Background: an optimization exercise with open tools, aiming at small area, a short achievable clock period and few clock cycles per item. Do not read the settings as production practice. RTL that was checked went through simulation tests only; none was proved equivalent to the original. The RTL of run 1 was laid out without a check of its function. Power is estimated from default activity; no workload was simulated.

==> flow/design.v (outline; a module is shown in full before it is edited, if it fits) <==
// module control_fsm: 47 lines
// module processing_unit: 417 lines
// module max_pooling_layer_26x26: 10 lines
// module dense_rom: 1358 lines
// module dense_layer: 282 lines
// module cnn_top: 48 lines
module cnn_top(
    input clk,
    input reset,
    input start,
    output [9:0] img_addr,
    input  [7:0] img_pixel,
    output reg prediction,
    output reg done,
    output signed [31:0] score0,
    output signed [31:0] score1
);
  // ...
==> flow/flow/run.sh <==
#!/bin/bash
# The standard layout (standard.sh) with these make settings:
#  - timing repair aimed below the clock period: the resizer works on every
#    path with less than 11.7 ns of slack at the design's 16 ns clock;
#  - a clock tree without dummy loads: clkbuf_8 buffers, clusters of up to 18 sinks;
#  - half-adder cells added to the platform's don't-use list, so synthesis
#    extracts only full adders.
# Full tool output goes to standard.log (and ORFS's logs under orfs/logs).
bash standard.sh SETUP_SLACK_MARGIN=11.7 \
  "CTS_ARGS=-sink_clustering_enable -repair_clock_nets -dont_use_dummy_load -buf_list sky130_fd_sc_hd__clkbuf_8 -root_buf sky130_fd_sc_hd__clkbuf_16 -sink_clustering_size 18 -sink_clustering_max_diameter 60" \
  "DONT_USE_CELLS=sky130_fd_sc_hd__probe_p_8 sky130_fd_sc_hd__probec_p_8 sky130_fd_sc_hd__lpflow_bleeder_1 sky130_fd_sc_hd__lpflow_clkbufkapwr_1 sky130_fd_sc_hd__lpflow_clkbufkapwr_16 sky130_fd_sc_hd__lpflow_clkbufkapwr_2 sky130_fd_sc_hd__lpflow_clkbufkapwr_4 sky130_fd_sc_hd__lpflow_clkbufkapwr_8 sky130_fd_sc_hd__lpflow_clkinvkapwr_1 sky130_fd_sc_hd__lpflow_clkinvkapwr_16 sky130_fd_sc_hd__lpflow_clkinvkapwr_2 sky130_fd_sc_hd__lpflow_clkinvkapwr_4 sky130_fd_sc_hd__lpflow_clkinvkapwr_8 sky130_fd_sc_hd__lpflow_decapkapwr_12 sky130_fd_sc_hd__lpflow_decapkapwr_3 sky130_fd_sc_hd__lpflow_decapkapwr_4 sky130_fd_sc_hd__lpflow_decapkapwr_6 sky130_fd_sc_hd__lpflow_decapkapwr_8 sky130_fd_sc_hd__lpflow_inputiso0n_1 sky130_fd_sc_hd__lpflow_inputiso0p_1 sky130_fd_sc_hd__lpflow_inputiso1n_1 sky130_fd_sc_hd__lpflow_inputiso1p_1 sky130_fd_sc_hd__lpflow_inputisolatch_1 sky130_fd_sc_hd__lpflow_isobufsrc_1 sky130_fd_sc_hd__lpflow_isobufsrc_16 sky130_fd_sc_hd__lpflow_isobufsrc_2 sky130_fd_sc_hd__lpflow_isobufsrc_4 sky130_fd_sc_hd__lpflow_isobufsrc_8 sky130_fd_sc_hd__lpflow_isobufsrckapwr_16 sky130_fd_sc_hd__lpflow_lsbuf_lh_hl_isowell_tap_1 sky130_fd_sc_hd__lpflow_lsbuf_lh_hl_isowell_tap_2 sky130_fd_sc_hd__lpflow_lsbuf_lh_hl_isowell_tap_4 sky130_fd_sc_hd__lpflow_lsbuf_lh_isowell_4 sky130_fd_sc_hd__lpflow_lsbuf_lh_isowell_tap_1 sky130_fd_sc_hd__lpflow_lsbuf_lh_isowell_tap_2 sky130_fd_sc_hd__lpflow_lsbuf_lh_isowell_tap_4 sky130_fd_sc_hd__ha_1 sky130_fd_sc_hd__ha_2 sky130_fd_sc_hd__ha_4" \
  finish > standard.log 2>&1
==> flow/standard.sh <==
#!/bin/bash
# synth_recipe.tcl (not shown) runs the flow's synth.tcl, then flattens the netlist and writes it again
# the make line also repeats each setting of config.mk as NAME=value (left out here)
make -C /OpenROAD-flow-scripts/flow DESIGN_CONFIG=/design/flow/config.mk WORK_HOME=/design/flow/orfs CLKGATE_MAP_FILE= SYNTH_SCRIPT=/design/flow/synth_recipe.tcl "${@:-finish}"
==> flow/config.mk <==
export PLATFORM = sky130hd
export DESIGN_NAME = cnn_top
export DESIGN_NICKNAME = cnn_top
export VERILOG_FILES = /design/flow/design.v
export SDC_FILE = /design/flow/constraint.sdc
export NUM_CORES = 8
export LEC_CHECK = 0
export ABC_AREA = 1
export CAP_MARGIN = 20
export CORE_MARGIN = 2
export CORE_UTILIZATION = 40
export PLACE_DENSITY = 0.6
export SLEW_MARGIN = 20
export SYNTH_MEMORY_MAX_BITS = 65536
==> flow/constraint.sdc <==
create_clock -name core_clock -period 16.0 [get_ports {clk}]
set_input_delay 3.2000 -clock core_clock [delete_from_list [all_inputs] [get_ports {clk}]]
set_output_delay 3.2000 -clock core_clock [all_outputs]
set_load 0.01 [all_outputs]
==> results_dict.tcl, run 1 <==
set metrics [dict create \
    start_util 0.407 \
    num_vias 16600 \
    hold_depth 0 \
    worstSetupEndpointType "primary output" \
    critical_path.max_stage_delay_ns 0.38 \
    ctsResizeCount 376 \
    io_pins 87 \
    syn2layout_area_growth_pct 10.5 \
    muxShareOfSynthArea 0.00454 \
    whs_endpoint "CONV.d[4][5]" \
    post_dp_cell_area_mm2 0.0225 \
    period_needed_ns 4.26 \
    p_leak_nw 10.7 \
    ant_nets 0 \
    arrival_ns 1.06 \
    gp_congestion 1.07 \
    die_x_um 233 \
    synthArstFlopShare 0.00699 \
    synth-compound-area-share 0.112 \
    postSynthAreaPerCell_um2 8.81 \
    synth_common_cells "inv_1 (451), dfxtp_1 (410), nand2_1 (320), nor2_1 (270), fa_1 (186)" \
    path_buf_inv 1 \
    routed_wl_um 74800 \
    status "timing/DRC/antenna clean" \
    drt_pass1_iterations 7 \
    nMultiInputCombCells 1407 \
    fmax_mhz 234 \
    pwr-share-comb 0.431 \
    r2r_cells 17 \
    slew_violations 0 \
    top_usage_layer "met2" \
    critical_path.cell_chain "buf_2" \
    cp_top_family "flip-flops" \
    p_seq_frac 0.403 \
    seq_area_mm2 0.00890 \
    grt-ovfl-total 0 \
    synth_xor_area_frac 0.0396 \
    cp_num_cells 1 \
    swShare 0.379 \
]
==> module control_fsm, before the edit <==
module control_fsm(
    input clk,
    input reset,
    input start,
    output reg busy,
    output reg [9:0] addr,
    output reg [1:0] band,
    output reg [3:0] m,
    output reg [3:0] i,
    output reg e,
    output reg ep,
    output reg en,
    output fin
);
    wire short_b = (band >= 2'd1);
    wire last_i = (i == (short_b ? 4'd9 : 4'd11));
    assign fin = (band == 2'd3) && (i == 4'd6) && (e == 1'b1);
    always @(posedge clk) begin
        ep <= busy & ~e;
        en <= ~busy | e;
    end
    always @(posedge clk or posedge reset) begin
        if (reset) busy <= 1'b0;
        else if (!busy) busy <= start;
        else if (fin) busy <= 1'b0;
    end
    always @(posedge clk) begin
        if (!busy || fin) begin
            addr <= 10'd0; band <= 2'd0; m <= 4'd0; i <= 4'd0; e <= 1'b0;
        end else if (!e) begin
            e <= 1'b1; addr <= addr + 10'd1;
        end else begin
            e <= 1'b0;
            if (!last_i) begin
                i <= i + 4'd1; addr <= addr + 10'd27;
            end else begin
                i <= 4'd0;
                if (m != 4'd13) begin
                    m <= m + 4'd1;
                    addr <= addr - (short_b ? 10'd251 : 10'd307);
                end else begin
                    m <= 4'd0; band <= band + 2'd1; addr <= addr - 10'd55;
                end
            end
        end
    end
endmodule
==> inputs of run 2 (changes only) <==
--- a/flow/design.v
+++ b/flow/design.v
@@ -10,17 +10,17 @@
     output reg [3:0] i,
     output reg e,
     output reg ep,
     output reg en,
     output fin
 );
     wire short_b = (band >= 2'd1);
     wire last_i = (i == (short_b ? 4'd9 : 4'd11));
-    assign fin = (band == 2'd3) && (i == 4'd6) && (e == 1'b1);
+    assign fin = (band == 2'd3) && (i == 4'd6) && (e == 1'b0);
     always @(posedge clk) begin
         ep <= busy & ~e;
         en <= ~busy | e;
     end
     always @(posedge clk or posedge reset) begin
         if (reset) busy <= 1'b0;
         else if (!busy) busy <= start;
         else if (fin) busy <= 1'b0;
@@ -1861,18 +1861,18 @@
             3'b101, 3'b110: booth = 3'b110;
             default:        booth = 3'b000;
         endcase
     endfunction
     reg [5:0] wr0, wr1;       
     reg pv0, pv1;             
     reg [2:0] dig0, dig1;     
     reg [20:0] qs;            
-    reg [5:0] cy0, cy1;
-    reg [5:0] bq;           
+    reg [4:0] cy0, cy1;
+    reg [4:0] bq;           
     always @(posedge clk) begin
         if (!busy) begin
             wr0 <= 6'd0; wr1 <= 6'd0; pv0 <= 1'b0; pv1 <= 1'b0;
             dig0 <= 3'd0; dig1 <= 3'd0;
         end else if (load_q) begin
             wr0 <= wt[7:2];  pv0 <= wt[1];  dig0 <= booth({wt[1:0], 1'b0});
             wr1 <= wt[15:10]; pv1 <= wt[9]; dig1 <= booth({wt[9:8], 1'b0});
         end else begin
@@ -1906,77 +1906,75 @@
     wire a0_0_s0 = acc0[0] ^ pp0_0 ^ dig0[2];
     wire a0_0_c0 = (acc0[0] & pp0_0) | (acc0[0] & dig0[2]) | (pp0_0 & dig0[2]);
     wire a0_0_s1 = acc0[1] ^ pp0_1 ^ a0_0_c0;
     wire a0_0_c1 = (acc0[1] & pp0_1) | (acc0[1] & a0_0_c0) | (pp0_1 & a0_0_c0);
     wire a0_0_s2 = acc0[2] ^ pp0_2 ^ a0_0_c1;
     wire a0_0_c2 = (acc0[2] & pp0_2) | (acc0[2] & a0_0_c1) | (pp0_2 & a0_0_c1);
     wire a0_0_s3 = acc0[3] ^ pp0_3 ^ a0_0_c2;
     wire a0_0_c3 = (acc0[3] & pp0_3) | (acc0[3] & a0_0_c2) | (pp0_3 & a0_0_c2);
-    wire [3:0] sum0_0 = {a0_0_s3, a0_0_s2, a0_0_s1, a0_0_s0};
-    wire co0_0 = a0_0_c3;
-    wire a0_1_s0 = acc0[4] ^ pp0_4 ^ cy0[0];
-    wire a0_1_c0 = (acc0[4] & pp0_4) | (acc0[4] & cy0[0]) | (pp0_4 & cy0[0]);
-    wire a0_1_s1 = acc0[5] ^ pp0_5 ^ a0_1_c0;
-    wire a0_1_c1 = (acc0[5] & pp0_5) | (acc0[5] & a0_1_c0) | (pp0_5 & a0_1_c0);
-    wire a0_1_s2 = acc0[6] ^ pp0_6 ^ a0_1_c1;
-    wire a0_1_c2 = (acc0[6] & pp0_6) | (acc0[6] & a0_1_c1) | (pp0_6 & a0_1_c1);
-    wire a0_1_s3 = acc0[7] ^ pp0_7 ^ a0_1_c2;
-    wire a0_1_c3 = (acc0[7] & pp0_7) | (acc0[7] & a0_1_c2) | (pp0_7 & a0_1_c2);
-    wire [3:0] sum0_1 = {a0_1_s3, a0_1_s2, a0_1_s1, a0_1_s0};
-    wire co0_1 = a0_1_c3;
-    wire a0_2_s0 = acc0[8] ^ pp0_8 ^ cy0[1];
-    wire a0_2_c0 = (acc0[8] & pp0_8) | (acc0[8] & cy0[1]) | (pp0_8 & cy0[1]);
-    wire a0_2_s1 = acc0[9] ^ pp0_9 ^ a0_2_c0;
-    wire a0_2_c1 = (acc0[9] & pp0_9) | (acc0[9] & a0_2_c0) | (pp0_9 & a0_2_c0);
-    wire a0_2_s2 = acc0[10] ^ pp0_10 ^ a0_2_c1;
-    wire a0_2_c2 = (acc0[10] & pp0_10) | (acc0[10] & a0_2_c1) | (pp0_10 & a0_2_c1);
-    wire a0_2_s3 = acc0[11] ^ pp0_11 ^ a0_2_c2;
-    wire a0_2_c3 = (acc0[11] & pp0_11) | (acc0[11] & a0_2_c2) | (pp0_11 & a0_2_c2);
-    wire [3:0] sum0_2 = {a0_2_s3, a0_2_s2, a0_2_s1, a0_2_s0};
-    wire co0_2 = a0_2_c3;
-    wire a0_3_s0 = acc0[12] ^ pp0_12 ^ cy0[2];
-    wire a0_3_c0 = (acc0[12] & pp0_12) | (acc0[12] & cy0[2]) | (pp0_12 & cy0[2]);
-    wire a0_3_s1 = acc0[13] ^ pp0_13 ^ a0_3_c0;
-    wire a0_3_c1 = (acc0[13] & pp0_13) | (acc0[13] & a0_3_c0) | (pp0_13 & a0_3_c0);
-    wire a0_3_s2 = acc0[14] ^ pp0_14 ^ a0_3_c1;
-    wire a0_3_c2 = (acc0[14] & pp0_14) | (acc0[14] & a0_3_c1) | (pp0_14 & a0_3_c1);
-    wire a0_3_s3 = acc0[15] ^ pp0_15 ^ a0_3_c2;
-    wire a0_3_c3 = (acc0[15] & pp0_15) | (acc0[15] & a0_3_c2) | (pp0_15 & a0_3_c2);
-    wire [3:0] sum0_3 = {a0_3_s3, a0_3_s2, a0_3_s1, a0_3_s0};
-    wire co0_3 = a0_3_c3;
-    wire a0_4_s0 = acc0[16] ^ pp0_16 ^ cy0[3];
-    wire a0_4_c0 = (acc0[16] & pp0_16) | (acc0[16] & cy0[3]) | (pp0_16 & cy0[3]);
-    wire a0_4_s1 = acc0[17] ^ pp0_17 ^ a0_4_c0;
-    wire a0_4_c1 = (acc0[17] & pp0_17) | (acc0[17] & a0_4_c0) | (pp0_17 & a0_4_c0);
-    wire a0_4_s2 = acc0[18] ^ pp0_18 ^ a0_4_c1;
-    wire a0_4_c2 = (acc0[18] & pp0_18) | (acc0[18] & a0_4_c1) | (pp0_18 & a0_4_c1);
-    wire a0_4_s3 = acc0[19] ^ pp0_19 ^ a0_4_c2;
-    wire a0_4_c3 = (acc0[19] & pp0_19) | (acc0[19] & a0_4_c2) | (pp0_19 & a0_4_c2);
-    wire [3:0] sum0_4 = {a0_4_s3, a0_4_s2, a0_4_s1, a0_4_s0};
-    wire co0_4 = a0_4_c3;
-    wire a0_5_s0 = acc0[20] ^ pp0_20 ^ cy0[4];
-    wire a0_5_c0 = (acc0[20] & pp0_20) | (acc0[20] & cy0[4]) | (pp0_20 & cy0[4]);
-    wire a0_5_s1 = acc0[21] ^ pp0_21 ^ a0_5_c0;
-    wire a0_5_c1 = (acc0[21] & pp0_21) | (acc0[21] & a0_5_c0) | (pp0_21 & a0_5_c0);
-    wire a0_5_s2 = acc0[22] ^ dig0[2] ^ a0_5_c1;
-    wire a0_5_c2 = (acc0[22] & dig0[2]) | (acc0[22] & a0_5_c1) | (dig0[2] & a0_5_c1);
-    wire a0_5_s3 = acc0[23] ^ dig0[2] ^ a0_5_c2;
-    wire a0_5_c3 = (acc0[23] & dig0[2]) | (acc0[23] & a0_5_c2) | (dig0[2] & a0_5_c2);
-    wire [3:0] sum0_5 = {a0_5_s3, a0_5_s2, a0_5_s1, a0_5_s0};
-    wire co0_5 = a0_5_c3;
-    wire a0_6_s0 = acc0[24] ^ dig0[2] ^ cy0[5];
-    wire a0_6_c0 = (acc0[24] & dig0[2]) | (acc0[24] & cy0[5]) | (dig0[2] & cy0[5]);
-    wire a0_6_s1 = acc0[25] ^ dig0[2] ^ a0_6_c0;
-    wire a0_6_c1 = (acc0[25] & dig0[2]) | (acc0[25] & a0_6_c0) | (dig0[2] & a0_6_c0);
-    wire a0_6_s2 = acc0[26] ^ dig0[2] ^ a0_6_c1;
-    wire a0_6_c2 = (acc0[26] & dig0[2]) | (acc0[26] & a0_6_c1) | (dig0[2] & a0_6_c1);
-    wire a0_6_s3 = acc0[27] ^ dig0[2] ^ a0_6_c2;
-    wire a0_6_c3 = (acc0[27] & dig0[2]) | (acc0[27] & a0_6_c2) | (dig0[2] & a0_6_c2);
-    wire [3:0] sum0_6 = {a0_6_s3, a0_6_s2, a0_6_s1, a0_6_s0};
+    wire a0_0_s4 = acc0[4] ^ pp0_4 ^ a0_0_c3;
+    wire a0_0_c4 = (acc0[4] & pp0_4) | (acc0[4] & a0_0_c3) | (pp0_4 & a0_0_c3);
+    wire [4:0] sum0_0 = {a0_0_s4, a0_0_s3, a0_0_s2, a0_0_s1, a0_0_s0};
+    wire co0_0 = a0_0_c4;
+    wire a0_1_s0 = acc0[5] ^ pp0_5 ^ cy0[0];
+    wire a0_1_c0 = (acc0[5] & pp0_5) | (acc0[5] & cy0[0]) | (pp0_5 & cy0[0]);
+    wire a0_1_s1 = acc0[6] ^ pp0_6 ^ a0_1_c0;
+    wire a0_1_c1 = (acc0[6] & pp0_6) | (acc0[6] & a0_1_c0) | (pp0_6 & a0_1_c0);
+    wire a0_1_s2 = acc0[7] ^ pp0_7 ^ a0_1_c1;
+    wire a0_1_c2 = (acc0[7] & pp0_7) | (acc0[7] & a0_1_c1) | (pp0_7 & a0_1_c1);
+    wire a0_1_s3 = acc0[8] ^ pp0_8 ^ a0_1_c2;
+    wire a0_1_c3 = (acc0[8] & pp0_8) | (acc0[8] & a0_1_c2) | (pp0_8 & a0_1_c2);
+    wire a0_1_s4 = acc0[9] ^ pp0_9 ^ a0_1_c3;
+    wire a0_1_c4 = (acc0[9] & pp0_9) | (acc0[9] & a0_1_c3) | (pp0_9 & a0_1_c3);
+    wire [4:0] sum0_1 = {a0_1_s4, a0_1_s3, a0_1_s2, a0_1_s1, a0_1_s0};
+    wire co0_1 = a0_1_c4;
+    wire a0_2_s0 = acc0[10] ^ pp0_10 ^ cy0[1];
+    wire a0_2_c0 = (acc0[10] & pp0_10) | (acc0[10] & cy0[1]) | (pp0_10 & cy0[1]);
+    wire a0_2_s1 = acc0[11] ^ pp0_11 ^ a0_2_c0;
+    wire a0_2_c1 = (acc0[11] & pp0_11) | (acc0[11] & a0_2_c0) | (pp0_11 & a0_2_c0);
+    wire a0_2_s2 = acc0[12] ^ pp0_12 ^ a0_2_c1;
+    wire a0_2_c2 = (acc0[12] & pp0_12) | (acc0[12] & a0_2_c1) | (pp0_12 & a0_2_c1);
+    wire a0_2_s3 = acc0[13] ^ pp0_13 ^ a0_2_c2;
+    wire a0_2_c3 = (acc0[13] & pp0_13) | (acc0[13] & a0_2_c2) | (pp0_13 & a0_2_c2);
+    wire a0_2_s4 = acc0[14] ^ pp0_14 ^ a0_2_c3;
+    wire a0_2_c4 = (acc0[14] & pp0_14) | (acc0[14] & a0_2_c3) | (pp0_14 & a0_2_c3);
+    wire [4:0] sum0_2 = {a0_2_s4, a0_2_s3, a0_2_s2, a0_2_s1, a0_2_s0};
+    wire co0_2 = a0_2_c4;
+    wire a0_3_s0 = acc0[15] ^ pp0_15 ^ cy0[2];
+    wire a0_3_c0 = (acc0[15] & pp0_15) | (acc0[15] & cy0[2]) | (pp0_15 & cy0[2]);
+    wire a0_3_s1 = acc0[16] ^ pp0_16 ^ a0_3_c0;
+    wire a0_3_c1 = (acc0[16] & pp0_16) | (acc0[16] & a0_3_c0) | (pp0_16 & a0_3_c0);
+    wire a0_3_s2 = acc0[17] ^ pp0_17 ^ a0_3_c1;
+    wire a0_3_c2 = (acc0[17] & pp0_17) | (acc0[17] & a0_3_c1) | (pp0_17 & a0_3_c1);
+    wire a0_3_s3 = acc0[18] ^ pp0_18 ^ a0_3_c2;
+    wire a0_3_c3 = (acc0[18] & pp0_18) | (acc0[18] & a0_3_c2) | (pp0_18 & a0_3_c2);
+    wire a0_3_s4 = acc0[19] ^ pp0_19 ^ a0_3_c3;
+    wire a0_3_c4 = (acc0[19] & pp0_19) | (acc0[19] & a0_3_c3) | (pp0_19 & a0_3_c3);
+    wire [4:0] sum0_3 = {a0_3_s4, a0_3_s3, a0_3_s2, a0_3_s1, a0_3_s0};
+    wire co0_3 = a0_3_c4;
+    wire a0_4_s0 = acc0[20] ^ pp0_20 ^ cy0[3];
+    wire a0_4_c0 = (acc0[20] & pp0_20) | (acc0[20] & cy0[3]) | (pp0_20 & cy0[3]);
+    wire a0_4_s1 = acc0[21] ^ pp0_21 ^ a0_4_c0;
+    wire a0_4_c1 = (acc0[21] & pp0_21) | (acc0[21] & a0_4_c0) | (pp0_21 & a0_4_c0);
+    wire a0_4_s2 = acc0[22] ^ dig0[2] ^ a0_4_c1;
+    wire a0_4_c2 = (acc0[22] & dig0[2]) | (acc0[22] & a0_4_c1) | (dig0[2] & a0_4_c1);
+    wire a0_4_s3 = acc0[23] ^ dig0[2] ^ a0_4_c2;
+    wire a0_4_c3 = (acc0[23] & dig0[2]) | (acc0[23] & a0_4_c2) | (dig0[2] & a0_4_c2);
+    wire a0_4_s4 = acc0[24] ^ dig0[2] ^ a0_4_c3;
+    wire a0_4_c4 = (acc0[24] & dig0[2]) | (acc0[24] & a0_4_c3) | (dig0[2] & a0_4_c3);
+    wire [4:0] sum0_4 = {a0_4_s4, a0_4_s3, a0_4_s2, a0_4_s1, a0_4_s0};
+    wire co0_4 = a0_4_c4;
+    wire a0_5_s0 = acc0[25] ^ dig0[2] ^ cy0[4];
+    wire a0_5_c0 = (acc0[25] & dig0[2]) | (acc0[25] & cy0[4]) | (dig0[2] & cy0[4]);
+    wire a0_5_s1 = acc0[26] ^ dig0[2] ^ a0_5_c0;
+    wire a0_5_c1 = (acc0[26] & dig0[2]) | (acc0[26] & a0_5_c0) | (dig0[2] & a0_5_c0);
+    wire a0_5_s2 = acc0[27] ^ dig0[2] ^ a0_5_c1;
+    wire a0_5_c2 = (acc0[27] & dig0[2]) | (acc0[27] & a0_5_c1) | (dig0[2] & a0_5_c1);
+    wire [2:0] sum0_5 = {a0_5_s2, a0_5_s1, a0_5_s0};
     wire pp1_0 = ((dig1[1] & qs[0])) ^ dig1[2];
     wire pp1_1 = ((dig1[1] & qs[1]) | (dig1[0] & qs[0])) ^ dig1[2];
     wire pp1_2 = ((dig1[1] & qs[2]) | (dig1[0] & qs[1])) ^ dig1[2];
     wire pp1_3 = ((dig1[1] & qs[3]) | (dig1[0] & qs[2])) ^ dig1[2];
     wire pp1_4 = ((dig1[1] & qs[4]) | (dig1[0] & qs[3])) ^ dig1[2];
     wire pp1_5 = ((dig1[1] & qs[5]) | (dig1[0] & qs[4])) ^ dig1[2];
     wire pp1_6 = ((dig1[1] & qs[6]) | (dig1[0] & qs[5])) ^ dig1[2];
     wire pp1_7 = ((dig1[1] & qs[7]) | (dig1[0] & qs[6])) ^ dig1[2];
@@ -1997,128 +1995,125 @@
     wire a1_0_s0 = acc1[0] ^ pp1_0 ^ dig1[2];
     wire a1_0_c0 = (acc1[0] & pp1_0) | (acc1[0] & dig1[2]) | (pp1_0 & dig1[2]);
     wire a1_0_s1 = acc1[1] ^ pp1_1 ^ a1_0_c0;
     wire a1_0_c1 = (acc1[1] & pp1_1) | (acc1[1] & a1_0_c0) | (pp1_1 & a1_0_c0);
     wire a1_0_s2 = acc1[2] ^ pp1_2 ^ a1_0_c1;
     wire a1_0_c2 = (acc1[2] & pp1_2) | (acc1[2] & a1_0_c1) | (pp1_2 & a1_0_c1);
     wire a1_0_s3 = acc1[3] ^ pp1_3 ^ a1_0_c2;
     wire a1_0_c3 = (acc1[3] & pp1_3) | (acc1[3] & a1_0_c2) | (pp1_3 & a1_0_c2);
-    wire [3:0] sum1_0 = {a1_0_s3, a1_0_s2, a1_0_s1, a1_0_s0};
-    wire co1_0 = a1_0_c3;
-    wire a1_1_s0 = acc1[4] ^ pp1_4 ^ cy1[0];
-    wire a1_1_c0 = (acc1[4] & pp1_4) | (acc1[4] & cy1[0]) | (pp1_4 & cy1[0]);
-    wire a1_1_s1 = acc1[5] ^ pp1_5 ^ a1_1_c0;
-    wire a1_1_c1 = (acc1[5] & pp1_5) | (acc1[5] & a1_1_c0) | (pp1_5 & a1_1_c0);
-    wire a1_1_s2 = acc1[6] ^ pp1_6 ^ a1_1_c1;
-    wire a1_1_c2 = (acc1[6] & pp1_6) | (acc1[6] & a1_1_c1) | (pp1_6 & a1_1_c1);
-    wire a1_1_s3 = acc1[7] ^ pp1_7 ^ a1_1_c2;
-    wire a1_1_c3 = (acc1[7] & pp1_7) | (acc1[7] & a1_1_c2) | (pp1_7 & a1_1_c2);
-    wire [3:0] sum1_1 = {a1_1_s3, a1_1_s2, a1_1_s1, a1_1_s0};
-    wire co1_1 = a1_1_c3;
-    wire a1_2_s0 = acc1[8] ^ pp1_8 ^ cy1[1];
-    wire a1_2_c0 = (acc1[8] & pp1_8) | (acc1[8] & cy1[1]) | (pp1_8 & cy1[1]);
-    wire a1_2_s1 = acc1[9] ^ pp1_9 ^ a1_2_c0;
-    wire a1_2_c1 = (acc1[9] & pp1_9) | (acc1[9] & a1_2_c0) | (pp1_9 & a1_2_c0);
-    wire a1_2_s2 = acc1[10] ^ pp1_10 ^ a1_2_c1;
-    wire a1_2_c2 = (acc1[10] & pp1_10) | (acc1[10] & a1_2_c1) | (pp1_10 & a1_2_c1);
-    wire a1_2_s3 = acc1[11] ^ pp1_11 ^ a1_2_c2;
-    wire a1_2_c3 = (acc1[11] & pp1_11) | (acc1[11] & a1_2_c2) | (pp1_11 & a1_2_c2);
-    wire [3:0] sum1_2 = {a1_2_s3, a1_2_s2, a1_2_s1, a1_2_s0};
-    wire co1_2 = a1_2_c3;
-    wire a1_3_s0 = acc1[12] ^ pp1_12 ^ cy1[2];
-    wire a1_3_c0 = (acc1[12] & pp1_12) | (acc1[12] & cy1[2]) | (pp1_12 & cy1[2]);
-    wire a1_3_s1 = acc1[13] ^ pp1_13 ^ a1_3_c0;
-    wire a1_3_c1 = (acc1[13] & pp1_13) | (acc1[13] & a1_3_c0) | (pp1_13 & a1_3_c0);
-    wire a1_3_s2 = acc1[14] ^ pp1_14 ^ a1_3_c1;
-    wire a1_3_c2 = (acc1[14] & pp1_14) | (acc1[14] & a1_3_c1) | (pp1_14 & a1_3_c1);
-    wire a1_3_s3 = acc1[15] ^ pp1_15 ^ a1_3_c2;
-    wire a1_3_c3 = (acc1[15] & pp1_15) | (acc1[15] & a1_3_c2) | (pp1_15 & a1_3_c2);
-    wire [3:0] sum1_3 = {a1_3_s3, a1_3_s2, a1_3_s1, a1_3_s0};
-    wire co1_3 = a1_3_c3;
-    wire a1_4_s0 = acc1[16] ^ pp1_16 ^ cy1[3];
-    wire a1_4_c0 = (acc1[16] & pp1_16) | (acc1[16] & cy1[3]) | (pp1_16 & cy1[3]);
-    wire a1_4_s1 = acc1[17] ^ pp1_17 ^ a1_4_c0;
-    wire a1_4_c1 = (acc1[17] & pp1_17) | (acc1[17] & a1_4_c0) | (pp1_17 & a1_4_c0);
-    wire a1_4_s2 = acc1[18] ^ pp1_18 ^ a1_4_c1;
-    wire a1_4_c2 = (acc1[18] & pp1_18) | (acc1[18] & a1_4_c1) | (pp1_18 & a1_4_c1);
-    wire a1_4_s3 = acc1[19] ^ pp1_19 ^ a1_4_c2;
-    wire a1_4_c3 = (acc1[19] & pp1_19) | (acc1[19] & a1_4_c2) | (pp1_19 & a1_4_c2);
-    wire [3:0] sum1_4 = {a1_4_s3, a1_4_s2, a1_4_s1, a1_4_s0};
-    wire co1_4 = a1_4_c3;
-    wire a1_5_s0 = acc1[20] ^ pp1_20 ^ cy1[4];
-    wire a1_5_c0 = (acc1[20] & pp1_20) | (acc1[20] & cy1[4]) | (pp1_20 & cy1[4]);
-    wire a1_5_s1 = acc1[21] ^ pp1_21 ^ a1_5_c0;
-    wire a1_5_c1 = (acc1[21] & pp1_21) | (acc1[21] & a1_5_c0) | (pp1_21 & a1_5_c0);
-    wire a1_5_s2 = acc1[22] ^ dig1[2] ^ a1_5_c1;
-    wire a1_5_c2 = (acc1[22] & dig1[2]) | (acc1[22] & a1_5_c1) | (dig1[2] & a1_5_c1);
-    wire a1_5_s3 = acc1[23] ^ dig1[2] ^ a1_5_c2;
-    wire a1_5_c3 = (acc1[23] & dig1[2]) | (acc1[23] & a1_5_c2) | (dig1[2] & a1_5_c2);
-    wire [3:0] sum1_5 = {a1_5_s3, a1_5_s2, a1_5_s1, a1_5_s0};
-    wire co1_5 = a1_5_c3;
-    wire a1_6_s0 = acc1[24] ^ dig1[2] ^ cy1[5];
-    wire a1_6_c0 = (acc1[24] & dig1[2]) | (acc1[24] & cy1[5]) | (dig1[2] & cy1[5]);
-    wire a1_6_s1 = acc1[25] ^ dig1[2] ^ a1_6_c0;
-    wire a1_6_c1 = (acc1[25] & dig1[2]) | (acc1[25] & a1_6_c0) | (dig1[2] & a1_6_c0);
-    wire a1_6_s2 = acc1[26] ^ dig1[2] ^ a1_6_c1;
-    wire a1_6_c2 = (acc1[26] & dig1[2]) | (acc1[26] & a1_6_c1) | (dig1[2] & a1_6_c1);
-    wire a1_6_s3 = acc1[27] ^ dig1[2] ^ a1_6_c2;
-    wire a1_6_c3 = (acc1[27] & dig1[2]) | (acc1[27] & a1_6_c2) | (dig1[2] & a1_6_c2);
-    wire [3:0] sum1_6 = {a1_6_s3, a1_6_s2, a1_6_s1, a1_6_s0};
+    wire a1_0_s4 = acc1[4] ^ pp1_4 ^ a1_0_c3;
+    wire a1_0_c4 = (acc1[4] & pp1_4) | (acc1[4] & a1_0_c3) | (pp1_4 & a1_0_c3);
+    wire [4:0] sum1_0 = {a1_0_s4, a1_0_s3, a1_0_s2, a1_0_s1, a1_0_s0};
+    wire co1_0 = a1_0_c4;
+    wire a1_1_s0 = acc1[5] ^ pp1_5 ^ cy1[0];
+    wire a1_1_c0 = (acc1[5] & pp1_5) | (acc1[5] & cy1[0]) | (pp1_5 & cy1[0]);
+    wire a1_1_s1 = acc1[6] ^ pp1_6 ^ a1_1_c0;
+    wire a1_1_c1 = (acc1[6] & pp1_6) | (acc1[6] & a1_1_c0) | (pp1_6 & a1_1_c0);
+    wire a1_1_s2 = acc1[7] ^ pp1_7 ^ a1_1_c1;
+    wire a1_1_c2 = (acc1[7] & pp1_7) | (acc1[7] & a1_1_c1) | (pp1_7 & a1_1_c1);
+    wire a1_1_s3 = acc1[8] ^ pp1_8 ^ a1_1_c2;
+    wire a1_1_c3 = (acc1[8] & pp1_8) | (acc1[8] & a1_1_c2) | (pp1_8 & a1_1_c2);
+    wire a1_1_s4 = acc1[9] ^ pp1_9 ^ a1_1_c3;
+    wire a1_1_c4 = (acc1[9] & pp1_9) | (acc1[9] & a1_1_c3) | (pp1_9 & a1_1_c3);
+    wire [4:0] sum1_1 = {a1_1_s4, a1_1_s3, a1_1_s2, a1_1_s1, a1_1_s0};
+    wire co1_1 = a1_1_c4;
+    wire a1_2_s0 = acc1[10] ^ pp1_10 ^ cy1[1];
+    wire a1_2_c0 = (acc1[10] & pp1_10) | (acc1[10] & cy1[1]) | (pp1_10 & cy1[1]);
+    wire a1_2_s1 = acc1[11] ^ pp1_11 ^ a1_2_c0;
+    wire a1_2_c1 = (acc1[11] & pp1_11) | (acc1[11] & a1_2_c0) | (pp1_11 & a1_2_c0);
+    wire a1_2_s2 = acc1[12] ^ pp1_12 ^ a1_2_c1;
+    wire a1_2_c2 = (acc1[12] & pp1_12) | (acc1[12] & a1_2_c1) | (pp1_12 & a1_2_c1);
+    wire a1_2_s3 = acc1[13] ^ pp1_13 ^ a1_2_c2;
+    wire a1_2_c3 = (acc1[13] & pp1_13) | (acc1[13] & a1_2_c2) | (pp1_13 & a1_2_c2);
+    wire a1_2_s4 = acc1[14] ^ pp1_14 ^ a1_2_c3;
+    wire a1_2_c4 = (acc1[14] & pp1_14) | (acc1[14] & a1_2_c3) | (pp1_14 & a1_2_c3);
+    wire [4:0] sum1_2 = {a1_2_s4, a1_2_s3, a1_2_s2, a1_2_s1, a1_2_s0};
+    wire co1_2 = a1_2_c4;
+    wire a1_3_s0 = acc1[15] ^ pp1_15 ^ cy1[2];
+    wire a1_3_c0 = (acc1[15] & pp1_15) | (acc1[15] & cy1[2]) | (pp1_15 & cy1[2]);
+    wire a1_3_s1 = acc1[16] ^ pp1_16 ^ a1_3_c0;
+    wire a1_3_c1 = (acc1[16] & pp1_16) | (acc1[16] & a1_3_c0) | (pp1_16 & a1_3_c0);
+    wire a1_3_s2 = acc1[17] ^ pp1_17 ^ a1_3_c1;
+    wire a1_3_c2 = (acc1[17] & pp1_17) | (acc1[17] & a1_3_c1) | (pp1_17 & a1_3_c1);
+    wire a1_3_s3 = acc1[18] ^ pp1_18 ^ a1_3_c2;
+    wire a1_3_c3 = (acc1[18] & pp1_18) | (acc1[18] & a1_3_c2) | (pp1_18 & a1_3_c2);
+    wire a1_3_s4 = acc1[19] ^ pp1_19 ^ a1_3_c3;
+    wire a1_3_c4 = (acc1[19] & pp1_19) | (acc1[19] & a1_3_c3) | (pp1_19 & a1_3_c3);
+    wire [4:0] sum1_3 = {a1_3_s4, a1_3_s3, a1_3_s2, a1_3_s1, a1_3_s0};
+    wire co1_3 = a1_3_c4;
+    wire a1_4_s0 = acc1[20] ^ pp1_20 ^ cy1[3];
+    wire a1_4_c0 = (acc1[20] & pp1_20) | (acc1[20] & cy1[3]) | (pp1_20 & cy1[3]);
+    wire a1_4_s1 = acc1[21] ^ pp1_21 ^ a1_4_c0;
+    wire a1_4_c1 = (acc1[21] & pp1_21) | (acc1[21] & a1_4_c0) | (pp1_21 & a1_4_c0);
+    wire a1_4_s2 = acc1[22] ^ dig1[2] ^ a1_4_c1;
+    wire a1_4_c2 = (acc1[22] & dig1[2]) | (acc1[22] & a1_4_c1) | (dig1[2] & a1_4_c1);
+    wire a1_4_s3 = acc1[23] ^ dig1[2] ^ a1_4_c2;
+    wire a1_4_c3 = (acc1[23] & dig1[2]) | (acc1[23] & a1_4_c2) | (dig1[2] & a1_4_c2);
+    wire a1_4_s4 = acc1[24] ^ dig1[2] ^ a1_4_c3;
+    wire a1_4_c4 = (acc1[24] & dig1[2]) | (acc1[24] & a1_4_c3) | (dig1[2] & a1_4_c3);
+    wire [4:0] sum1_4 = {a1_4_s4, a1_4_s3, a1_4_s2, a1_4_s1, a1_4_s0};
+    wire co1_4 = a1_4_c4;
+    wire a1_5_s0 = acc1[25] ^ dig1[2] ^ cy1[4];
+    wire a1_5_c0 = (acc1[25] & dig1[2]) | (acc1[25] & cy1[4]) | (dig1[2] & cy1[4]);
+    wire a1_5_s1 = acc1[26] ^ dig1[2] ^ a1_5_c0;
+    wire a1_5_c1 = (acc1[26] & dig1[2]) | (acc1[26] & a1_5_c0) | (dig1[2] & a1_5_c0);
+    wire a1_5_s2 = acc1[27] ^ dig1[2] ^ a1_5_c1;
+    wire a1_5_c2 = (acc1[27] & dig1[2]) | (acc1[27] & a1_5_c1) | (dig1[2] & a1_5_c1);
+    wire [2:0] sum1_5 = {a1_5_s2, a1_5_s1, a1_5_s0};
     wire bw_0 = (~acc1[0] & acc0[0]) | (~acc1[0] & 1'b0) | (acc0[0] & 1'b0);
     wire bw_1 = (~acc1[1] & acc0[1]) | (~acc1[1] & bw_0) | (acc0[1] & bw_0);
     wire bw_2 = (~acc1[2] & acc0[2]) | (~acc1[2] & bw_1) | (acc0[2] & bw_1);
     wire bw_3 = (~acc1[3] & acc0[3]) | (~acc1[3] & bw_2) | (acc0[3] & bw_2);
-    wire bo_0 = bw_3;
-    wire bw_4 = (~acc1[4] & acc0[4]) | (~acc1[4] & bq[0]) | (acc0[4] & bq[0]);
-    wire bw_5 = (~acc1[5] & acc0[5]) | (~acc1[5] & bw_4) | (acc0[5] & bw_4);
+    wire bw_4 = (~acc1[4] & acc0[4]) | (~acc1[4] & bw_3) | (acc0[4] & bw_3);
+    wire bo_0 = bw_4;
+    wire bw_5 = (~acc1[5] & acc0[5]) | (~acc1[5] & bq[0]) | (acc0[5] & bq[0]);
     wire bw_6 = (~acc1[6] & acc0[6]) | (~acc1[6] & bw_5) | (acc0[6] & bw_5);
     wire bw_7 = (~acc1[7] & acc0[7]) | (~acc1[7] & bw_6) | (acc0[7] & bw_6);
-    wire bo_1 = bw_7;
-    wire bw_8 = (~acc1[8] & acc0[8]) | (~acc1[8] & bq[1]) | (acc0[8] & bq[1]);
+    wire bw_8 = (~acc1[8] & acc0[8]) | (~acc1[8] & bw_7) | (acc0[8] & bw_7);
     wire bw_9 = (~acc1[9] & acc0[9]) | (~acc1[9] & bw_8) | (acc0[9] & bw_8);
-    wire bw_10 = (~acc1[10] & acc0[10]) | (~acc1[10] & bw_9) | (acc0[10] & bw_9);
+    wire bo_1 = bw_9;
+    wire bw_10 = (~acc1[10] & acc0[10]) | (~acc1[10] & bq[1]) | (acc0[10] & bq[1]);
     wire bw_11 = (~acc1[11] & acc0[11]) | (~acc1[11] & bw_10) | (acc0[11] & bw_10);
-    wire bo_2 = bw_11;
-    wire bw_12 = (~acc1[12] & acc0[12]) | (~acc1[12] & bq[2]) | (acc0[12] & bq[2]);
+    wire bw_12 = (~acc1[12] & acc0[12]) | (~acc1[12] & bw_11) | (acc0[12] & bw_11);
     wire bw_13 = (~acc1[13] & acc0[13]) | (~acc1[13] & bw_12) | (acc0[13] & bw_12);
     wire bw_14 = (~acc1[14] & acc0[14]) | (~acc1[14] & bw_13) | (acc0[14] & bw_13);
-    wire bw_15 = (~acc1[15] & acc0[15]) | (~acc1[15] & bw_14) | (acc0[15] & bw_14);
-    wire bo_3 = bw_15;
-    wire bw_16 = (~acc1[16] & acc0[16]) | (~acc1[16] & bq[3]) | (acc0[16] & bq[3]);
+    wire bo_2 = bw_14;
+    wire bw_15 = (~acc1[15] & acc0[15]) | (~acc1[15] & bq[2]) | (acc0[15] & bq[2]);
+    wire bw_16 = (~acc1[16] & acc0[16]) | (~acc1[16] & bw_15) | (acc0[16] & bw_15);
     wire bw_17 = (~acc1[17] & acc0[17]) | (~acc1[17] & bw_16) | (acc0[17] & bw_16);
     wire bw_18 = (~acc1[18] & acc0[18]) | (~acc1[18] & bw_17) | (acc0[18] & bw_17);
     wire bw_19 = (~acc1[19] & acc0[19]) | (~acc1[19] & bw_18) | (acc0[19] & bw_18);
-    wire bo_4 = bw_19;
-    wire bw_20 = (~acc1[20] & acc0[20]) | (~acc1[20] & bq[4]) | (acc0[20] & bq[4]);
+    wire bo_3 = bw_19;
+    wire bw_20 = (~acc1[20] & acc0[20]) | (~acc1[20] & bq[3]) | (acc0[20] & bq[3]);
     wire bw_21 = (~acc1[21] & acc0[21]) | (~acc1[21] & bw_20) | (acc0[21] & bw_20);
     wire bw_22 = (~acc1[22] & acc0[22]) | (~acc1[22] & bw_21) | (acc0[22] & bw_21);
     wire bw_23 = (~acc1[23] & acc0[23]) | (~acc1[23] & bw_22) | (acc0[23] & bw_22);
-    wire bo_5 = bw_23;
-    wire bw_24 = (~acc1[24] & acc0[24]) | (~acc1[24] & bq[5]) | (acc0[24] & bq[5]);
-    wire bw_25 = (~acc1[25] & acc0[25]) | (~acc1[25] & bw_24) | (acc0[25] & bw_24);
+    wire bw_24 = (~acc1[24] & acc0[24]) | (~acc1[24] & bw_23) | (acc0[24] & bw_23);
+    wire bo_4 = bw_24;
+    wire bw_25 = (~acc1[25] & acc0[25]) | (~acc1[25] & bq[4]) | (acc0[25] & bq[4]);
     wire bw_26 = (~acc1[26] & acc0[26]) | (~acc1[26] & bw_25) | (acc0[26] & bw_25);
     wire bw_27 = (acc1[27] & ~acc0[27]) | (acc1[27] & bw_26) | (~acc0[27] & bw_26);
     assign gt = bw_27;
     always @(posedge clk) begin
         if (init) begin
             acc0 <= 28'sd50;
-            cy0 <= 6'd0;
+            cy0 <= 5'd0;
         end else begin
-            acc0 <= {sum0_6, sum0_5, sum0_4, sum0_3, sum0_2, sum0_1, sum0_0};
-            cy0 <= {co0_5, co0_4, co0_3, co0_2, co0_1, co0_0};
+            acc0 <= {sum0_5, sum0_4, sum0_3, sum0_2, sum0_1, sum0_0};
+            cy0 <= {co0_4, co0_3, co0_2, co0_1, co0_0};
         end
         if (init) begin
             acc1 <= 28'sd100;
-            cy1 <= 6'd0;
+            cy1 <= 5'd0;
         end else begin
-            acc1 <= {sum1_6, sum1_5, sum1_4, sum1_3, sum1_2, sum1_1, sum1_0};
-            cy1 <= {co1_5, co1_4, co1_3, co1_2, co1_1, co1_0};
+            acc1 <= {sum1_5, sum1_4, sum1_3, sum1_2, sum1_1, sum1_0};
+            cy1 <= {co1_4, co1_3, co1_2, co1_1, co1_0};
         end
-        bq <= {bo_5, bo_4, bo_3, bo_2, bo_1, bo_0};
+        bq <= {bo_4, bo_3, bo_2, bo_1, bo_0};
     end
 endmodule
 `timescale 1ns / 1ps
 module cnn_top(
     input clk,
     input reset,
     input start,
     output [9:0] img_addr,
==> flow/config.mk (replaced) <==
export PLATFORM = sky130hd
export DESIGN_NAME = cnn_top
export DESIGN_NICKNAME = cnn_top
export VERILOG_FILES = /design/flow/design.v
export SDC_FILE = /design/flow/constraint.sdc
export NUM_CORES = 8
export LEC_CHECK = 0
export ABC_AREA = 1
export CAP_MARGIN = 20
export CORE_MARGIN = 2
export CORE_UTILIZATION = 50
export PLACE_DENSITY = 0.7
export SLEW_MARGIN = 20
export SYNTH_MEMORY_MAX_BITS = 65536
==> run 2 against run 1 <==
  * Still clean
  * Synthesized cell count is 0.71% lower
  * Highest routed layer unchanged
  * Global-route usage increased by 5.1 points
  * Sequential share of layout area about the same
  * Power shrank 4.3%
  * Cell area shrank 0.85%
  * Via count up 3.0%
==> results_dict.tcl, run 2 <==
set metrics [dict create \
    die_x_um 208 \
    arrival_ns 1.12 \
    reg_top3 "CONV.d: 224 flops, DENSE.acc0: 28 flops, DENSE.acc1: 28 flops" \
    synthArstFlopShare 0.00704 \
    top_usage_layer "met2" \
    p_leak_nw 10.7 \
    cts_tree "done" \
    core_area_mm2 0.0410 \
    final_common_cell "inv_1" \
    grtUsageMet2 0.518 \
    post-route-util 0.560 \
    max-vdd-ir-drop_mv 0.178 \
    io_pins 87 \
    row_count 74 \
    synthFlopType "dfxtp_1" \
    post_dp_cell_area_mm2 0.0222 \
    synth_enable_flop_cells 16 \
    antenna_found_initial 4 \
    yosysTopAreaCell "dfxtp_1" \
    multi_input_area_mm2 0.0101 \
    ant_nets 0 \
    final_cell_mix "inv_1 (442), dfxtp_1 (340), nand2_1 (308)" \
    cts_buffers 37 \
    avgViaCountPerCell 5.65 \
    worstSetupEndpointType "primary output" \
    gr-usage-all-layers 0.333 \
    cp_top_family "flip-flops" \
    fillCellCount 3618 \
    ys_seq_elements 426 \
    grt_use_met1 0.442 \
    syn-instance-count 2363 \
    synth_fp_nets 2560 \
    start_util 0.508 \
    grt_pass1_wl_um 107000 \
    path_clk_slew_ns 0.09 \
    grtUsageMet3 0.0798 \
    clkSinkCount 426 \
    rsz0062_at_grt "true" \
    slowest_stage "dfxtp_4" \
    grt-ovfl-total 0 \
    hold_path_class "reg -> reg" \
    avgRoutedWirePerCell_um 23.7 \
    largest_reg_flops 224 \
    routed_wl_um 71500 \
    setup_viol 0 \
    status "timing/DRC/antenna clean" \
    slew_violations 0 \
    finalCritPeriodShare 0.270 \
    drive_gt1_frac 0.128 \
    top_register "CONV.d" \
    seq_area_mm2 0.00883 \
    syn_area_mm2 0.0208 \
    io_buffers 86 \
    period_needed_ns 4.32 \
    place_hpwl_um 54000 \
    required_ns 12.80 \
    drt_pass1_iterations 6 \
    cts_max_level 2 \
    cts_buffer_depth 3 \
    drtIter0Drc 1863 \
    drc 0 \
    clkLatencyLatePin_ns 0.53 \
    path_buf_inv 2 \
    die_area_mm2 0.0433 \
    finalHoldViolCount 0 \
    fp.dieH_um 208 \
    postSynthAreaPerCell_um2 8.82 \
    power_w 0.00329 \
    fmax_mhz 232 \
    maxCapViolations 0 \
    num_vias 17100 \
    nets 2682 \
    grt_pass1_vias 17400 \
    synth_most_common_cell "inv_1" \
    synth_common_cells "inv_1 (442), dfxtp_1 (407), nand2_1 (308), nor2_1 (283), fa_1 (186)" \
    fin_setup_tns_ns 0 \
    ys_seq_area_frac 0.418 \
    crit_type "reg -> out" \
    yosysWarnings 6 \
    cp-start-kind "flip-flop" \
    cts_hold_buf 0 \
    gp_congestion 1.13 \
    p_per_area_mw_per_mm2 143 \
    relSlewSlack 0.308 \
    skew_ns 0.0775 \
    synth_area_leaders "dfxtp_1 (39%), fa_1 (18%), inv_1 (8.0%)" \
    design_area_mm2 0.0230 \
    grt_max_degree 63 \
    root_buffer "clkbuf_16" \
    syn2layout_area_growth_pct 10.2 \
    critical_path.max_stage_delay_ns 0.36 \
    worst_pin_slew_ns 1.03 \
    critical_path.cell_chain "buf_4 -> buf_2" \
    cp_max_fo 3 \
    ys_types 66 \
    synth_top_area_frac 0.391 \
]
run 2: cell types whose count changed after synthesis, sizes merged, moves of 4 or more:
| cell | previous run | this run |
|---|---|---|
| inv | 469 | 454 |
| nor2 | 284 | 296 |
| nand2 | 331 | 321 |
| nand4 | 4 | 13 |
| xor2 | 76 | 68 |
| a21oi | 95 | 90 |
| a31oi | 13 | 18 |
| buf | 27 | 22 |
| xnor2 | 18 | 23 |
| clkbuf | 45 | 49 |
| o211ai | 10 | 14 |
| o31ai | 9 | 5 |
run 2: layout make-up:
| class | count | share of cell area |
|---|---|---|
| Antenna cell | 3 | 0.000327 |
| Clock buffer | 37 | 0.0246 |
| Inverter | 459 | 0.0756 |
| Multi-Input combinational cell | 1407 | 0.439 |
| Sequential cell | 426 | 0.384 |
| Tap cell | 532 | 0.0290 |
| Timing Repair Buffer | 154 | 0.0473 |
run 2: cell families (layout without fill, tap and decap cells):
kind of cell               count (synthesis)  in the layout  synth area share
muxes                                      9              9           0.00456
and+or+nand+nor                          742            742             0.152
AOI/OAI and AO/OA                        379            379             0.110
other                                      0              3                 0
buffers and inverters                    530            650            0.0989
xor gates and xnor gates                  91             91            0.0383
DFF                                      426            426             0.418
adders and majority gates                186            186             0.179
run 2: final timing paths:
check | from | end | slack [ns] | cells past startpoint
min in group asynchronous | reset | SEQ.busy | 2.90 | 2
max in group asynchronous | reset | init | 12.96 | 2
hold reg to reg | CONV.d[14][6] | CONV.d[15][6] | 0.32 | 0
setup / recovery | DENSE.acc1[27] | score1[28] | 11.68 | 2
hold / removal | CONV.d[14][6] | CONV.d[15][6] | 0.32 | 0
setup reg to reg | SEQ.m[0] | DENSE.wr0[3] | 11.72 | 16
run 2: repair_timing:
item                                    CTS  global route
buffers inserted                         41             5
endpoints found under the setup margin   76            33
resized for setup                       350            29
run 2: per-stage QoR:
step / instances / worst slack [ns] / hold WS [ns]
floorplan: 2363 / 12.17 / 0.310
global placement: 2932 / 11.70 / 0.310
detailed placement: 2932 / 11.71 / 0.312
CTS: 3010 / 11.65 / 0.318
finish: 3018 / 11.68 / 0.316
global route: 3015 / 11.65 / 0.318
run 2: per-layer routing:
layer | up-vias | part of all wire | wire [um]
met5 | - | 0.00038 | 27
met4 | 4 | 0.048 | 3460
met3 | 212 | 0.099 | 7040
met2 | 949 | 0.44 | 31600
met1 | 8289 | 0.41 | 29400
li1 | 7605 | - | -
run 2: report_power, final:
part / switching [W] / internal, W
sequential: 0.0000694 / 0.00125
clock: 0.000330 / 0.000236
combinational: 0.000833 / 0.000574
total: 0.00123 / 0.00206
Testbench counts of run 2, summed over its fixed seeds: cycles 32,796, items 36.
==> inputs of run 3 (changes only) <==
--- a/flow/config.mk
+++ b/flow/config.mk
@@ -8,7 +8,7 @@
 export ABC_AREA = 1
 export CAP_MARGIN = 20
 export CORE_MARGIN = 2
-export CORE_UTILIZATION = 50
-export PLACE_DENSITY = 0.7
+export CORE_UTILIZATION = 40
+export PLACE_DENSITY = 0.6
 export SLEW_MARGIN = 20
 export SYNTH_MEMORY_MAX_BITS = 65536
==> run 3 against run 2 <==
  * Power is 0.48% lower
  * Largest power group unchanged
  * Sequential power hardly changed
  * Non-clock buffer count is 8 lower
  * Area after synthesis stayed put
  * Flip-flop and latch count stayed put
  * Maximum frequency is 1.6% higher
  * First-iteration DRC count is 26% lower
  * Global-route usage is 5.4 points lower
  * Clock skew is 0.024 ns lower
  * Via count is 2.5% lower
  * Cell area is 0.19% higher
  * Wire length is 3.6% higher
  * Critical endpoint is now score1[2]
==> results_dict.tcl, run 3 <==
set metrics [dict create \
    synth-compound-area-share 0.110 \
    setup_viol 0 \
    gp_congestion 1.07 \
    core_area_mm2 0.0514 \
    muxShareOfSynthArea 0.00456 \
    clkLatencyLatePin_ns 0.52 \
    top_register "CONV.d" \
    synth_area_leaders "dfxtp_1 (39%), fa_1 (18%), inv_1 (8.0%)" \
    synth_fp_nets 2560 \
    slew_violations 0 \
    synth_xor_area_frac 0.0383 \
    drive_gt1_frac 0.124 \
    avgRoutedWirePerCell_um 23.5 \
    ys_seq_elements 426 \
    relSlewSlack 0.242 \
    worst_pin_slew_ns 1.11 \
    skew_ns 0.0530 \
    top_usage_layer "met2" \
    final_cell_mix "inv_1 (442), dfxtp_1 (345), nand2_1 (307)" \
    cts_tree "done" \
    synth-simple-area-share 0.152 \
    cp_max_fo 3 \
    ant_nets 0 \
    intPower_w 0.00205 \
    root_buffer "clkbuf_16" \
    maxCapViolations 0 \
    drc 0 \
    critical_path.cell_chain "buf_4" \
    grt_max_degree 63 \
    finalHoldViolCount 0 \
    critical_path.max_stage_delay_ns 0.37 \
    largest_reg_flops 224 \
    cts_max_level 2 \
    postSynthAreaPerCell_um2 8.82 \
    clkPwrFrac 0.174 \
    pwr-share-comb 0.425 \
    start_util 0.405 \
    synthArstFlopShare 0.00704 \
    place_hpwl_um 56800 \
    fp.dieH_um 232 \
    fmax_mhz 235 \
    grt_pass1_wl_um 109000 \
    synth_common_cells "inv_1 (442), dfxtp_1 (407), nand2_1 (308), nor2_1 (283), fa_1 (186)" \
    rsz0062_at_grt "true" \
    die_x_um 232 \
    cp-start-kind "flip-flop" \
    syn-instance-count 2363 \
    synth_most_common_cell "inv_1" \
    path_clk_slew_ns 0.10 \
    worstSetupEndpointType "primary output" \
    drtIter0Drc 1375 \
    p_leak_nw 10.7 \
    antenna_found_initial 1 \
    crit_type "reg -> out" \
    syn2layout_area_growth_pct 10.5 \
    finalCritPeriodShare 0.266 \
    synthFlopType "dfxtp_1" \
    clkSinkCount 426 \
    fin_setup_tns_ns 0 \
    grtUsageMet2 0.432 \
    drt_pass1_iterations 5 \
    avgViaCountPerCell 5.27 \
    die_area_mm2 0.0539 \
    synth_top_family_by_area "adder cells" \
    yosysTopAreaCell "dfxtp_1" \
    arrival_ns 1.05 \
    power.switching_w 0.00122 \
    syn_area_mm2 0.0208 \
    row_count 83 \
    antenna-diode-count 0 \
    max-vdd-ir-drop_mv 0.122 \
    period_needed_ns 4.25 \
    p_seq_frac 0.401 \
    reg_top3 "CONV.d: 224 flops, DENSE.acc0: 28 flops, DENSE.acc1: 28 flops" \
    ys_types 66 \
    synth-adder-area-share 0.179 \
    grt_use_met1 0.376 \
    slowest_stage "dfxtp_1" \
    cts_buffers 37 \
    p_per_area_mw_per_mm2 142 \
    io_pins 87 \
    path_buf_inv 1 \
    io_buffers 86 \
    synth_enable_flop_cells 16 \
    grt_pass1_vias 17000 \
    status "timing/DRC/antenna clean" \
    final_common_cell "inv_1" \
    cts_buffer_depth 3 \
    yosysWarnings 6 \
    ys_seq_area_frac 0.418 \
    synth_top_area_frac 0.391 \
    hold_ws_ns 0.305 \
    gr-usage-all-layers 0.279 \
    cp_top_family "flip-flops" \
    grt-ovfl-total 0 \
    swShare 0.373 \
    num_vias 16600 \
    grtUsageMet3 0.0616 \
    routed_wl_um 74100 \
    hold_path_class "reg -> reg" \
    required_ns 12.80 \
    nets 2674 \
]
[run 3: cell counts after synthesis]
Identical to the previous run, type by type.
[run 3: worst paths after layout]
path / from / endpoint / slack (ns) / cells after the start
worst max-delay path: DENSE.acc1[2] / score1[2] / 11.75 / 1
worst min-delay path: CONV.d[3][2] / CONV.d[4][2] / 0.30 / 0
worst max register to register: SEQ.m[2] / DENSE.dig1[0] / 11.81 / 17
worst min register to register: CONV.d[3][2] / CONV.d[4][2] / 0.30 / 0
max in group asynchronous: reset / init / 13.00 / 2
min in group asynchronous: reset / SEQ.busy / 2.86 / 2
[run 3: routing by layer]
| metal | vias up | wire length, um |
|---|---|---|
| li1 | 7586 | - |
| met1 | 8187 | 32300 |
| met2 | 679 | 32400 |
| met3 | 188 | 6020 |
| met4 | 0 | 3320 |
| met5 | - | 0 |
[run 3: stage by stage]
stage | setup WS (ns) | power, W | instance area (um^2) | std cells | util
floorplan | 12.17 | 0.00243 | 20800 | 2363 | -
global placement | 10.98 | 0.00270 | 22400 | 3085 | 0.436
detailed placement | 11.60 | 0.00274 | 22400 | 3085 | 0.436
CTS | 11.61 | 0.00332 | 23000 | 3155 | 0.447
global route | 11.53 | 0.00359 | 23000 | 3155 | 0.448
finish | 11.75 | 0.00327 | 23000 | 3155 | 0.448
[run 3: kinds of logic (layout without fill, tap and decap cells)]
| family | count (synthesis) | count (layout) |
|---|---|---|
| fa+ha+maj | 186 | 186 |
| simple gates | 742 | 742 |
| compound gates | 379 | 379 |
| mux | 9 | 9 |
| flops | 426 | 426 |
| buf+inv | 530 | 642 |
| xor+xnor | 91 | 91 |
[run 3: power groups by stage]
| stage | logic (W) | clock network, W | registers (W) |
|---|---|---|---|
| floorplan | 0.00112 | 0 | 0.00131 |
| global placement | 0.00136 | 0 | 0.00134 |
| detailed placement | 0.00140 | 0 | 0.00134 |
| CTS | 0.00141 | 0.000596 | 0.00132 |
| global route | 0.00163 | 0.000627 | 0.00133 |
| finish | 0.00139 | 0.000569 | 0.00131 |
[run 3: area by class of cell]
cell class              count  area [um^2]
clock buffers              37          566
fillers                  5160        28400
inverters                 459         1740
multi-input cells        1407        10100
flip-flops and latches    426         8820
well taps                 680          851
repair buffers            146          955
[run 3: what timing repair did]
item	CTS	global route
resized for setup	376	16
buffers inserted	33	0
endpoints found under the hold margin	0	0
hold buffers	0	0
setup endpoints to repair	79	18
==> inputs of run 4 (changes only) <==
--- a/flow/flow/run.sh
+++ b/flow/flow/run.sh
@@ -7,6 +7,6 @@
 #    extracts only full adders.
 # Full tool output goes to standard.log (and ORFS's logs under orfs/logs).
 bash standard.sh SETUP_SLACK_MARGIN=11.7 \
-  "CTS_ARGS=-sink_clustering_enable -repair_clock_nets -dont_use_dummy_load -buf_list sky130_fd_sc_hd__clkbuf_8 -root_buf sky130_fd_sc_hd__clkbuf_16 -sink_clustering_size 18 -sink_clustering_max_diameter 60" \
+  "CTS_ARGS=-sink_clustering_enable -repair_clock_nets -dont_use_dummy_load -buf_list {sky130_fd_sc_hd__clkbuf_4 sky130_fd_sc_hd__clkbuf_8} -root_buf sky130_fd_sc_hd__clkbuf_16 -sink_clustering_size 18 -sink_clustering_max_diameter 60" \
   "DONT_USE_CELLS=sky130_fd_sc_hd__probe_p_8 sky130_fd_sc_hd__probec_p_8 sky130_fd_sc_hd__lpflow_bleeder_1 sky130_fd_sc_hd__lpflow_clkbufkapwr_1 sky130_fd_sc_hd__lpflow_clkbufkapwr_16 sky130_fd_sc_hd__lpflow_clkbufkapwr_2 sky130_fd_sc_hd__lpflow_clkbufkapwr_4 sky130_fd_sc_hd__lpflow_clkbufkapwr_8 sky130_fd_sc_hd__lpflow_clkinvkapwr_1 sky130_fd_sc_hd__lpflow_clkinvkapwr_16 sky130_fd_sc_hd__lpflow_clkinvkapwr_2 sky130_fd_sc_hd__lpflow_clkinvkapwr_4 sky130_fd_sc_hd__lpflow_clkinvkapwr_8 sky130_fd_sc_hd__lpflow_decapkapwr_12 sky130_fd_sc_hd__lpflow_decapkapwr_3 sky130_fd_sc_hd__lpflow_decapkapwr_4 sky130_fd_sc_hd__lpflow_decapkapwr_6 sky130_fd_sc_hd__lpflow_decapkapwr_8 sky130_fd_sc_hd__lpflow_inputiso0n_1 sky130_fd_sc_hd__lpflow_inputiso0p_1 sky130_fd_sc_hd__lpflow_inputiso1n_1 sky130_fd_sc_hd__lpflow_inputiso1p_1 sky130_fd_sc_hd__lpflow_inputisolatch_1 sky130_fd_sc_hd__lpflow_isobufsrc_1 sky130_fd_sc_hd__lpflow_isobufsrc_16 sky130_fd_sc_hd__lpflow_isobufsrc_2 sky130_fd_sc_hd__lpflow_isobufsrc_4 sky130_fd_sc_hd__lpflow_isobufsrc_8 sky130_fd_sc_hd__lpflow_isobufsrckapwr_16 sky130_fd_sc_hd__lpflow_lsbuf_lh_hl_isowell_tap_1 sky130_fd_sc_hd__lpflow_lsbuf_lh_hl_isowell_tap_2 sky130_fd_sc_hd__lpflow_lsbuf_lh_hl_isowell_tap_4 sky130_fd_sc_hd__lpflow_lsbuf_lh_isowell_4 sky130_fd_sc_hd__lpflow_lsbuf_lh_isowell_tap_1 sky130_fd_sc_hd__lpflow_lsbuf_lh_isowell_tap_2 sky130_fd_sc_hd__lpflow_lsbuf_lh_isowell_tap_4 sky130_fd_sc_hd__ha_1 sky130_fd_sc_hd__ha_2 sky130_fd_sc_hd__ha_4" \
   finish > standard.log 2>&1
==> run 4 against run 3 <==
  * Largest cell class unchanged
  * Register-to-register slack about the same
  * Critical endpoint unchanged
  * Still clean
  * Non-clock buffer count unchanged
  * Highest routed layer unchanged
  * Clock power about the same
==> results_dict.tcl, run 4 <==
set metrics [dict create \
    cp_top_family "flip-flops" \
    io_pins 87 \
    synthArstFlopShare 0.00704 \
    drc 0 \
    synth_area_leaders "dfxtp_1 (39%), fa_1 (18%), inv_1 (8.0%)" \
    top_register "CONV.d" \
    cts_tree "done" \
    io_buffers 86 \
    layout_setup_ws_ns 11.75 \
    place_hpwl_um 56800 \
    row_count 83 \
    grt_max_degree 63 \
    path_buf_inv 1 \
    grt-ovfl-total 0 \
    synth_top_area_frac 0.391 \
    root_buffer "clkbuf_16" \
    synth_common_cells "inv_1 (442), dfxtp_1 (407), nand2_1 (308), nor2_1 (283), fa_1 (186)" \
    cp-start-kind "flip-flop" \
    clkLatencyLatePin_ns 0.52 \
    avgViaCountPerCell 5.27 \
    grt_pass1_vias 17000 \
    synthFlopType "dfxtp_1" \
    routed_wl_um 74100 \
    clkSinkCount 426 \
    die_x_um 232 \
    critical_path.max_stage_delay_ns 0.37 \
    rr_endpoint "DENSE.dig1[0]" \
    worstSetupEndpointType "primary output" \
    start_util 0.405 \
    ys_seq_area_frac 0.418 \
    final_cell_mix "inv_1 (442), dfxtp_1 (345), nand2_1 (307)" \
    finalHoldViolCount 0 \
    maxCapViolations 0 \
    r2r_cells 17 \
    syn2layout_area_growth_pct 10.5 \
    nets 2674 \
    ys_seq_elements 426 \
    period_needed_ns 4.25 \
    cp_max_fo 3 \
    cts_max_level 2 \
    final_common_cell "inv_1" \
    rsz0062_at_grt "true" \
    antenna_found_initial 1 \
    hold_path_class "reg -> reg" \
    crit_type "reg -> out" \
    critical_path.cell_chain "buf_4" \
    arrival_ns 1.05 \
    relSlewSlack 0.242 \
    fmax_mhz 235 \
    path_clk_slew_ns 0.10 \
    avgRoutedWirePerCell_um 23.5 \
    postSynthAreaPerCell_um2 8.82 \
    antenna-diode-count 0 \
    fin_setup_tns_ns 0 \
    yosysWarnings 6 \
    grt_pass1_wl_um 109000 \
    largest_reg_flops 224 \
    r2r_start "SEQ.m[2]" \
    drtIter0Drc 1375 \
    drive_gt1_frac 0.124 \
    p_leak_nw 10.7 \
    hold_depth 0 \
    skew_ns 0.0530 \
    required_ns 12.80 \
    finalCritPeriodShare 0.266 \
    die_area_mm2 0.0539 \
    ys_types 66 \
    yosysTopAreaCell "dfxtp_1" \
    gp_congestion 1.07 \
    post-place-ws_ns 11.60 \
    rrSetupSlack_ns 11.81 \
    worstHoldStart "CONV.d[3][2]" \
    max-vdd-ir-drop_mv 0.122 \
    slowest_stage "dfxtp_1" \
    num_vias 16600 \
    p_per_area_mw_per_mm2 142 \
    whs_endpoint "CONV.d[4][2]" \
    synth_enable_flop_cells 16 \
    power_w 0.00327 \
    gr-usage-all-layers 0.279 \
    worst_pin_slew_ns 1.11 \
    drt_pass1_iterations 5 \
    slew_violations 0 \
    status "timing/DRC/antenna clean" \
    ant_nets 0 \
    fp.dieH_um 232 \
    syn_area_mm2 0.0208 \
    cts_buffer_depth 3 \
    synth_fp_nets 2560 \
    reg_top3 "CONV.d: 224 flops, DENSE.acc0: 28 flops, DENSE.acc1: 28 flops" \
    setup_viol 0 \
    syn-instance-count 2363 \
    core_area_mm2 0.0514 \
    cts_buffers 37 \
    synth_most_common_cell "inv_1" \
]
[run 4: cell counts in the layout (fill, tap and decap cells not counted)]
Identical to the previous run, type by type.
[run 4: how the worst max path moves through the flow]
stage	end	start	slack [ns]	cells past startpoint
finish	score1[2]	DENSE.acc1[2]	11.75	1
global route	CONV.conv[15]	CONV.d[0][3]	11.53	16
CTS	score0[28]	DENSE.acc0[27]	11.61	1
detailed placement	DENSE.dig1[0]	SEQ.i[2]	11.60	16
global placement	DENSE.dig1[0]	SEQ.i[2]	10.98	16
floorplan	score0[28]	DENSE.acc0[27]	12.17	1
[run 4: report_power, final]
part / switching, W / internal (W) / total [W]
Clock: 0.000333 / 0.000236 / 0.000569
Sequential: 0.0000680 / 0.00125 / 0.00131
Combinational: 0.000818 / 0.000570 / 0.00139
Total: 0.00122 / 0.00205 / 0.00327
[run 4: metrics by stage]
stage                     hold WS, ns  utilization  cells  instance area (um^2)
after floorplan                 0.310            -   2363                 20800
after global placement          0.310        0.436   3085                 22400
after detailed placement        0.312        0.436   3085                 22400
after CTS                       0.309        0.447   3155                 23000
after global routing            0.309        0.448   3155                 23000
final                           0.305        0.448   3155                 23000
[run 4: final cells by class]
class | count | area, um^2
repair buffers | 146 | 955
multi-input cells | 1407 | 10100
fillers | 5160 | 28400
clock buffers | 37 | 566
inverters | 459 | 1740
flip-flops and latches | 426 | 8820
well taps | 680 | 851
[run 4: cell families after synthesis]
| group | count (synthesis) | share of synthesized area |
|---|---|---|
| buffers and inverters | 530 | 0.0989 |
| adders and majority gates | 186 | 0.179 |
| xor gates and xnor gates | 91 | 0.0383 |
| DFF | 426 | 0.418 |
| AOI/OAI and AO/OA | 379 | 0.110 |
| muxes | 9 | 0.00456 |
| and+or+nand+nor | 742 | 0.152 |
[run 4: routing by layer]
layer / GRT usage / part of all wire
met3: 0.0616 / 0.081
met5: 0 / 0
met1: 0.376 / 0.44
met4: 0.116 / 0.045
met2: 0.432 / 0.44
[run 4: what timing repair did]
item | CTS | global route
setup buffers | 33 | 0
gates resized for setup | 376 | 16
setup endpoints to repair | 79 | 18
hold buffers | 0 | 0

-- static timing again, ports no longer ideal --
The flow's constraints put no driver on any port. The routed layouts listed below were extracted and timed again, unchanged, in two steps. Step 1: set_driving_cell puts a clkbuf_16 on clk and a buf_2 on each other input, an assumption about the parent block. Step 2 adds t to the input delays and takes it off the output delays; t is the mean of the earliest and latest rising clock arrival at the registers after step 1. Input paths then give back, and output paths get back, about the clock's delay inside the block. Three values: ideal, step 1, step 2; two values: the first two.
run	t (ns)	slack for setup (ns)	latest minus earliest clock arrival (ns)
run 1	0.578	11.735 / 11.673 / 11.949	0.085 / 0.086
run 2	0.564	11.681 / 11.620 / 11.722	0.095 / 0.095
run 3	0.564	11.748 / 11.691 / 11.806	0.073 / 0.073
run 4	0.564	11.748 / 11.691 / 11.806	0.073 / 0.073
After both steps setup and hold are still met in every run listed.
